From an optimization exercise on the open Yosys and OpenROAD flow, aimed at small area; shortcuts taken in it are not production practice.
At most, simulation tests tie the RTL to the original design; equivalence was not proved.
Power is estimated from default activity; no workload was simulated.

Setup of the baseline:
// decodeAndMap
module decodeAndMap(drawX, drawY, drawColour, WE, resetn, clock, shapeselect, inputColour, vs_n, rotateX, rotateY, rotateZ, invert, pitch, roll, yaw, doneShape);
For scale: roughly 1,500 cells after synthesis, roughly 700 flip-flops, roughly 59 I/O pins, about 20,000 µm² of cells after synthesis.
Settings: LEC_CHECK=0, CAP_MARGIN=30, CORE_MARGIN=2, CORE_UTILIZATION=65, CTS_BUF_LIST=sky130_fd_sc_hd__clkbuf_4 sky130_fd_sc_hd__clkbuf_8 sky130_fd_sc_hd__clkbuf_16, CTS_CLUSTER_DIAMETER=100, CTS_CLUSTER_SIZE=30, SLEW_MARGIN=20; clock period 12.0 ns.
run.sh (not shown) runs the stock make flow with config.mk's settings and CLKGATE_MAP_FILE= SYNTH_SCRIPT=/design/flow/synth_recipe.tcl, a recipe that flattens the netlist after the stock synthesis.
The baseline has completed all stages; timing, DRC and antenna checks passed.
What the candidate does differently from the baseline at the input level:
Settings: a change of CORE_UTILIZATION from 65 to 60.
[summary]
Looking only at starting utilization of the core area, and setting everything else aside, the lower value of the baseline and the candidate goes to the candidate. The candidate vs. the baseline: register-to-register slack +20 ps, relative area change from synthesis to final layout went up. Compared with the baseline, the candidate shows a higher area of the core. The baseline and the candidate ended up with nearly the same ratio of final minimum period to clock period. Core utilization was higher in the run labelled the baseline. Between the baseline and the candidate, the difference in clock power is negligible. | area fraction of clock buffers and clock inverters | the candidate vs the baseline | ≈ equal |. The candidate -> the baseline: fraction of area in multi-input gates flat. Reported for the baseline and the candidate, number of enable flip-flop cells after synthesis turned out identical to the last digit. Looking at the reports, the candidate completed the entire flow and the layout it produced met the timing, design-rule and antenna checks.
Function was not checked in any run of this note: the RTL went through the layout flow alone.

========
== v54 ==
decodeAndMap, a different RTL version from the one above (not shown whole).
Size in the first run: about 1500 cells after synthesis, ~700 flip-flops, roughly 59 I/O pins, ~20000 µm² of cells after synthesis.
clock: 12.0 ns
lec_check: 0
cap_margin: 30
core_margin: 2
core_utilization: 75
cts_buf_list: sky130_fd_sc_hd__clkbuf_16
cts_cluster_diameter: 100
cts_cluster_size: 30
slew_margin: 20
What v56 does differently from v54 at the input level:
- setting ABC_AREA to 1 for the first time
- changing CORE_UTILIZATION from 75 to 70
Findings:
Between v56 and v54, proportion of cell area occupied by registers is higher for v54, v56 comes in under that.
For v54, the highest layer used for signal routing was met5, unlike v56, where it was met4.
Compared to v54, v56 has share of power burned in registers 0.5 points higher.
v56 ended up with a higher register-to-register slack than v54 did.
v56 reports a lower starting DRC count in detailed routing than v54 does.
Going from v54 to v56, routability congestion estimate from global placement shrank slightly.
As far as number of sinks handled by clock tree synthesis goes, v54 and v56 are indistinguishable; the numbers are identical.
Of v56 and v54, the run reporting the higher row count was v56.
There was hardly any difference in delay contributed by the slowest stage of the critical path between v54 and v56.
Relative to v54, fraction of power consumed by the clock network has increased by 0.2 points in v56.
First-pass GRT wire length was lower in the run labelled v56.
Of v56 and v54, the lower cell area belongs to v54.
diff inputs: v56 => v42
- swapping 70 for 75 in CORE_UTILIZATION
- putting CELL_PAD_IN_SITES_DETAIL_PLACEMENT at 0 where nothing was set
- clearing ABC_AREA, which used to be 1
- putting CELL_PAD_IN_SITES_GLOBAL_PLACEMENT at 0 where nothing was set
[summary]
v42 ended up with compound AO/OA/AOI/OAI gates as its combinational family with the most area after synthesis; v56 ended up with simple AND/OR/NAND/NOR gates. Synthesized netlist cell count went down by more than 10% going from v56 to v42. Relative to v56, the synthesized-area fraction occupied by and/or/nand/nor cells of v42 is lower by 4.4 points. Total stage count of the critical path ended up 1 lower on v42 than on v56. Diff v56 -> v42: register-to-register setup slack fell 0.22 ns; non-clock buffer count up 3; aggregate routed wire length up 3.9%; post-synthesis cell type count has increased; vertical extent of the die -3.7%. Compared v42 vs v56, and clock period minus worst slack is down in v42. Sort v56 and v42 by cell count desc -> top: v56.

========
decodeAndMap, a different RTL version from the one above (not shown whole).
Size: roughly 700 flip-flops, ~59 I/O pins.
make LEC_CHECK=0 CAP_MARGIN=30 CORE_MARGIN=2 CORE_UTILIZATION=70 CTS_BUF_LIST=sky130_fd_sc_hd__clkbuf_16 CTS_CLUSTER_DIAMETER=100 CTS_CLUSTER_SIZE=30 SLEW_MARGIN=20 finish   # period 12.0 ns
Then changed:
CORE_UTILIZATION = 75   (was 70)
CTS_CLUSTER_SIZE = 28   (was 30)
Result: The changed run finished clean; global-route usage grows by 6.7 points; clock-buffer cell count grows by 1; synthesized cell count is unchanged; routed wire length grows by 18%; via count grows by 6.5%; sequential share of layout area hardly moves; cell area barely changes; non-clock buffer count shrinks by 2; register-to-register slack gets worse by 0.14 ns; setup slack gets worse by 0.0047 ns.

========
== main ==
decodeAndMap, a different RTL version from the one above (not shown whole).
For scale: about 690 flip-flops, about 59 I/O pins, roughly 22000 um2 of cells after synthesis.
Settings: LEC_CHECK=0, CAP_MARGIN=30, CORE_MARGIN=2, CORE_UTILIZATION=40, SLEW_MARGIN=20; clock period 12.0 ns.
main ran to completion and came out clean on the timing, design-rule and antenna checks.
What the feature branch does differently from main at the input level:
# main
export LEC_CHECK = 0
export CAP_MARGIN = 30
export CORE_MARGIN = 2
export CORE_UTILIZATION = 40
export SLEW_MARGIN = 20
create_clock -name core_clock -period 12.0 [get_ports {clock}]
# the feature branch
export LEC_CHECK = 0
export CAP_MARGIN = 30
export CORE_MARGIN = 2
export CORE_UTILIZATION = 40
export CTS_BUF_LIST = sky130_fd_sc_hd__clkbuf_4 sky130_fd_sc_hd__clkbuf_8 sky130_fd_sc_hd__clkbuf_16
export CTS_CLUSTER_DIAMETER = 100
export CTS_CLUSTER_SIZE = 30
export SLEW_MARGIN = 20
create_clock -name core_clock -period 12.0 [get_ports {clock}]
==> results.txt <==
Comparing clock network latency to the later pin of the worst-skew pair for main and the feature branch, the smaller number came from main.
In terms of worst slack on hold paths, main and the feature branch differ only marginally.
In the metrics for main and the feature branch, the one carrying the lower combinational share of power is main.
Compared with main, the feature branch shows cell count lower by 79.
Of main and the feature branch, main shows the higher total net switching power, with the feature branch below it.
Status: sequential power parity (main, the feature branch)
Taking main as the reference, in the feature branch via count dropped 285; final-layout clock buffer total dropped 66%.
Both conditions hold for the feature branch: the flow ran to the end and the final layout passed the timing, design-rule and antenna checks.
No run of this note included a check of the RTL's function; only the layout flow was run.

========
== red ==
decodeAndMap, a different RTL version from the one above (not shown whole).
Size: about 1600 cells after synthesis.
export LEC_CHECK = 0
export CAP_MARGIN = 30
export CORE_MARGIN = 2
export CORE_UTILIZATION = 60
export CTS_BUF_LIST = sky130_fd_sc_hd__clkbuf_4 sky130_fd_sc_hd__clkbuf_8 sky130_fd_sc_hd__clkbuf_16
export CTS_CLUSTER_DIAMETER = 100
export CTS_CLUSTER_SIZE = 30
export SLEW_MARGIN = 20
create_clock -name core_clock -period 12.0 [get_ports {clock}]
Input changes introduced in blue (baseline for comparison: red):
- ABC_AREA newly set to 1
- CORE_UTILIZATION changed from 60 to 75
==> comparison <==
- blue against red: total cell area at the placement stage now smaller, via count normalized by instance count now larger, utilization now larger.
- Against red, blue comes in 74 ps higher on post-layout minimum cycle time.
- Status: peak fanout along the critical path parity (blue, red)
- On blue: max-slew headroom at the worst pin is 6.6 points lower than what red gave.
- red and blue ended up with roughly the same post-synth design cell area.
- Multi-input logic portion of the cell area: blue and red compared, higher one is red
- blue finished end to end and its layout was clean on timing, DRC and antenna.
- Between blue and red, it is blue whose post-synthesis compound-gate area fraction is lower, by 2.0 points.
- Measured against each other, blue and red differ in total power after layout, the higher figure coming from blue.

========
== lane 2 ==
decodeAndMap with an RTL version that a note above also has.
Size in the first run: about 1500 cells after synthesis, roughly 700 flip-flops, roughly 59 I/O pins.
Settings: LEC_CHECK=0, CAP_MARGIN=30, CORE_MARGIN=2, CORE_UTILIZATION=75, CTS_BUF_LIST=sky130_fd_sc_hd__clkbuf_16, CTS_CLUSTER_DIAMETER=100, CTS_CLUSTER_SIZE=30, GPL_ROUTABILITY_DRIVEN=0, SLEW_MARGIN=20; clock period 12.0 ns.
No stage failed in lane 2, and the final checks on the layout all came back clean.
Inputs modified between lane 2 and lane 4:
- GPL_ROUTABILITY_DRIVEN no longer set, was 0
- PLACE_DENSITY now 0.85, previously not set
The number of non-filler instances in the completed layout of lane 2 and that of lane 4 are within noise of each other. For the setup slack of the worst register-to-register path, lane 4 came in 180 ps lower than lane 2 did. The clock power was comparable across lane 4 and lane 2. Comparing lane 4 with lane 2, the cell area after layout came out essentially unchanged. Lane 4 ends up with a non-clock buffer count in the final layout that is 3.2% higher than in lane 2. Launch point of the worst path = inputColour[2]: lane 4; launch point of the worst path = inputColour[1]: lane 2. As far as number of buffer cells added on primary ports goes, lane 4 and lane 2 are indistinguishable; the numbers are identical. Lane 4 vs. lane 2: detailed-routing iteration count for the pre-antenna-repair pass now sits at about the same level; multi-input logic portion of the cell area now sits at about the same level.

========
Setup of try-garnet:
Another version of the RTL of decodeAndMap (not shown whole).
Size in the first run: roughly 1,500 cells after synthesis, about 690 flip-flops, roughly 59 I/O pins, ~19,000 sq um of cells after synthesis.
make LEC_CHECK=0 CAP_MARGIN=30 CORE_MARGIN=2 CORE_UTILIZATION=72 CTS_BUF_LIST=sky130_fd_sc_hd__clkbuf_16 CTS_CLUSTER_DIAMETER=100 CTS_CLUSTER_SIZE=30 SLEW_MARGIN=20 finish   # period 12.0 ns
### try-garnet -> try-violet
# try-garnet
export LEC_CHECK = 0
export CAP_MARGIN = 30
export CORE_MARGIN = 2
export CORE_UTILIZATION = 72
export CTS_BUF_LIST = sky130_fd_sc_hd__clkbuf_16
export CTS_CLUSTER_DIAMETER = 100
export CTS_CLUSTER_SIZE = 30
export SLEW_MARGIN = 20
create_clock -name core_clock -period 12.0 [get_ports {clock}]
# try-violet
export LEC_CHECK = 0
export ABC_AREA = 1
export CAP_MARGIN = 30
export CORE_MARGIN = 2
export CORE_UTILIZATION = 70
export CTS_BUF_LIST = sky130_fd_sc_hd__clkbuf_16
export CTS_CLUSTER_DIAMETER = 100
export CTS_CLUSTER_SIZE = 30
export SLEW_MARGIN = 20
create_clock -name core_clock -period 12.0 [get_ports {clock}]
- Run comparison: try-violet launch point of the critical path inputColour[2]; try-garnet launch point of the critical path inputColour[1]
- Sum of routed wire length over all layers delta for try-violet relative to try-garnet: about 2.4% lower
- In try-violet the post-synthesis mux area share turned out 1.3 points lower than in try-garnet.
- In try-violet, number of optimization iterations in the first detailed-route pass is higher than in try-garnet.
- The higher post-synthesis sequential area ratio of try-garnet and try-violet is in try-violet.
diff inputs: try-violet => try-delta
# try-violet
export LEC_CHECK = 0
export ABC_AREA = 1
export CAP_MARGIN = 30
export CORE_MARGIN = 2
export CORE_UTILIZATION = 70
export CTS_BUF_LIST = sky130_fd_sc_hd__clkbuf_16
export CTS_CLUSTER_DIAMETER = 100
export CTS_CLUSTER_SIZE = 30
export SLEW_MARGIN = 20
create_clock -name core_clock -period 12.0 [get_ports {clock}]
# try-delta
export LEC_CHECK = 0
export CAP_MARGIN = 30
export CORE_MARGIN = 2
export CORE_UTILIZATION = 70
export CTS_BUF_LIST = sky130_fd_sc_hd__clkbuf_16
export CTS_CLUSTER_DIAMETER = 100
export CTS_CLUSTER_SIZE = 31
export SLEW_MARGIN = 20
create_clock -name core_clock -period 12.0 [get_ports {clock}]
[summary]
In summary, try-delta completed successfully, with a layout that passed the timing, design-rule and antenna checks. The clock skew of try-delta and that of try-violet are within noise of each other. Iteration count of the initial detailed-routing pass on try-delta is up relative to try-violet. try-delta ended with more multiplexer share of the synthesized area than try-violet. Between try-violet and try-delta, the die width figures differ only marginally. try-delta vs try-violet on wire length of the first global-routing pass: try-delta is the lower one. Comparing try-violet and try-delta, the lower number of stages on the worst setup path is on try-delta. Of try-delta and try-violet, it is try-delta that has the higher multi-input gate area in the final layout. Power density over the cells, try-violet and try-delta: higher on try-violet.

## re-timing with driven ports
The flow's constraints put no driver on any port. The routed layouts listed below were extracted and timed again, unchanged, in two steps.
Step 1 (the two cells are an assumption about what drives the block):
set clk [get_ports {clock}]
set_driving_cell -lib_cell sky130_fd_sc_hd__clkbuf_16 $clk
set_driving_cell -lib_cell sky130_fd_sc_hd__buf_2 [delete_from_list [all_inputs] $clk]
Step 2, shift: input delay + t, output delay - t, t = (earliest + latest rising clock arrival at the registers) / 2. This alone moves slack from input paths to output paths.
a / b / c = ideal ports / drivers / drivers and shift; a / b = the first two.
run	t (ns)	slack for setup (ns)	hold slack, ns	worst setup path after step 2	slew at the worst register clock pin (ns)
the baseline	0.633	6.073 / 6.048 / 6.048	0.319 / 0.319 / 0.319	input to output	0.12 / 0.12
the candidate	0.631	6.085 / 6.052 / 6.052	0.324 / 0.324 / 0.324	input to output	0.12 / 0.12
v54	0.641	6.104 / 6.074 / 6.074	0.327 / 0.327 / 0.327	input to output	0.12 / 0.12
v56	0.640	6.071 / 6.040 / 6.040	0.325 / 0.325 / 0.325	input to output	0.12 / 0.12
v42	0.641	6.104 / 6.074 / 6.074	0.327 / 0.327 / 0.327	input to output	0.12 / 0.12
the first run of note 3	0.634	6.114 / 6.083 / 6.083	0.312 / 0.312 / 0.312	input to output	0.12 / 0.12
the second run of note 3	0.653	6.109 / 6.079 / 6.079	0.314 / 0.314 / 0.314	input to output	0.12 / 0.12
main	0.631	5.346 / 5.346 / 5.346	0.317 / 0.317 / 0.317	register to register	0.06 / 0.06
the feature branch	0.669	5.310 / 5.310 / 5.310	0.316 / 0.316 / 0.316	register to register	0.12 / 0.12
red	0.636	6.118 / 6.089 / 6.089	0.325 / 0.325 / 0.325	input to output	0.12 / 0.12
blue	0.651	6.045 / 6.021 / 5.775	0.327 / 0.327 / 0.327	input to register	0.12 / 0.12
lane 2	0.645	6.094 / 6.061 / 6.061	0.324 / 0.324 / 0.324	input to output	0.12 / 0.12
lane 4	0.642	6.105 / 6.079 / 6.007	0.319 / 0.319 / 0.319	input to register	0.12 / 0.12
try-garnet	0.631	6.111 / 6.084 / 6.084	0.318 / 0.318 / 0.318	input to output	0.11 / 0.11
try-violet	0.626	6.068 / 6.046 / 6.046	0.331 / 0.331 / 0.331	input to output	0.12 / 0.12
try-delta	0.641	6.098 / 6.067 / 6.067	0.325 / 0.325 / 0.325	input to output	0.12 / 0.12
After both steps setup and hold are still met in every run listed. For blue, which loses most, drivers alone change the setup slack by -0.024 ns; drivers and shift together by -0.270 ns.
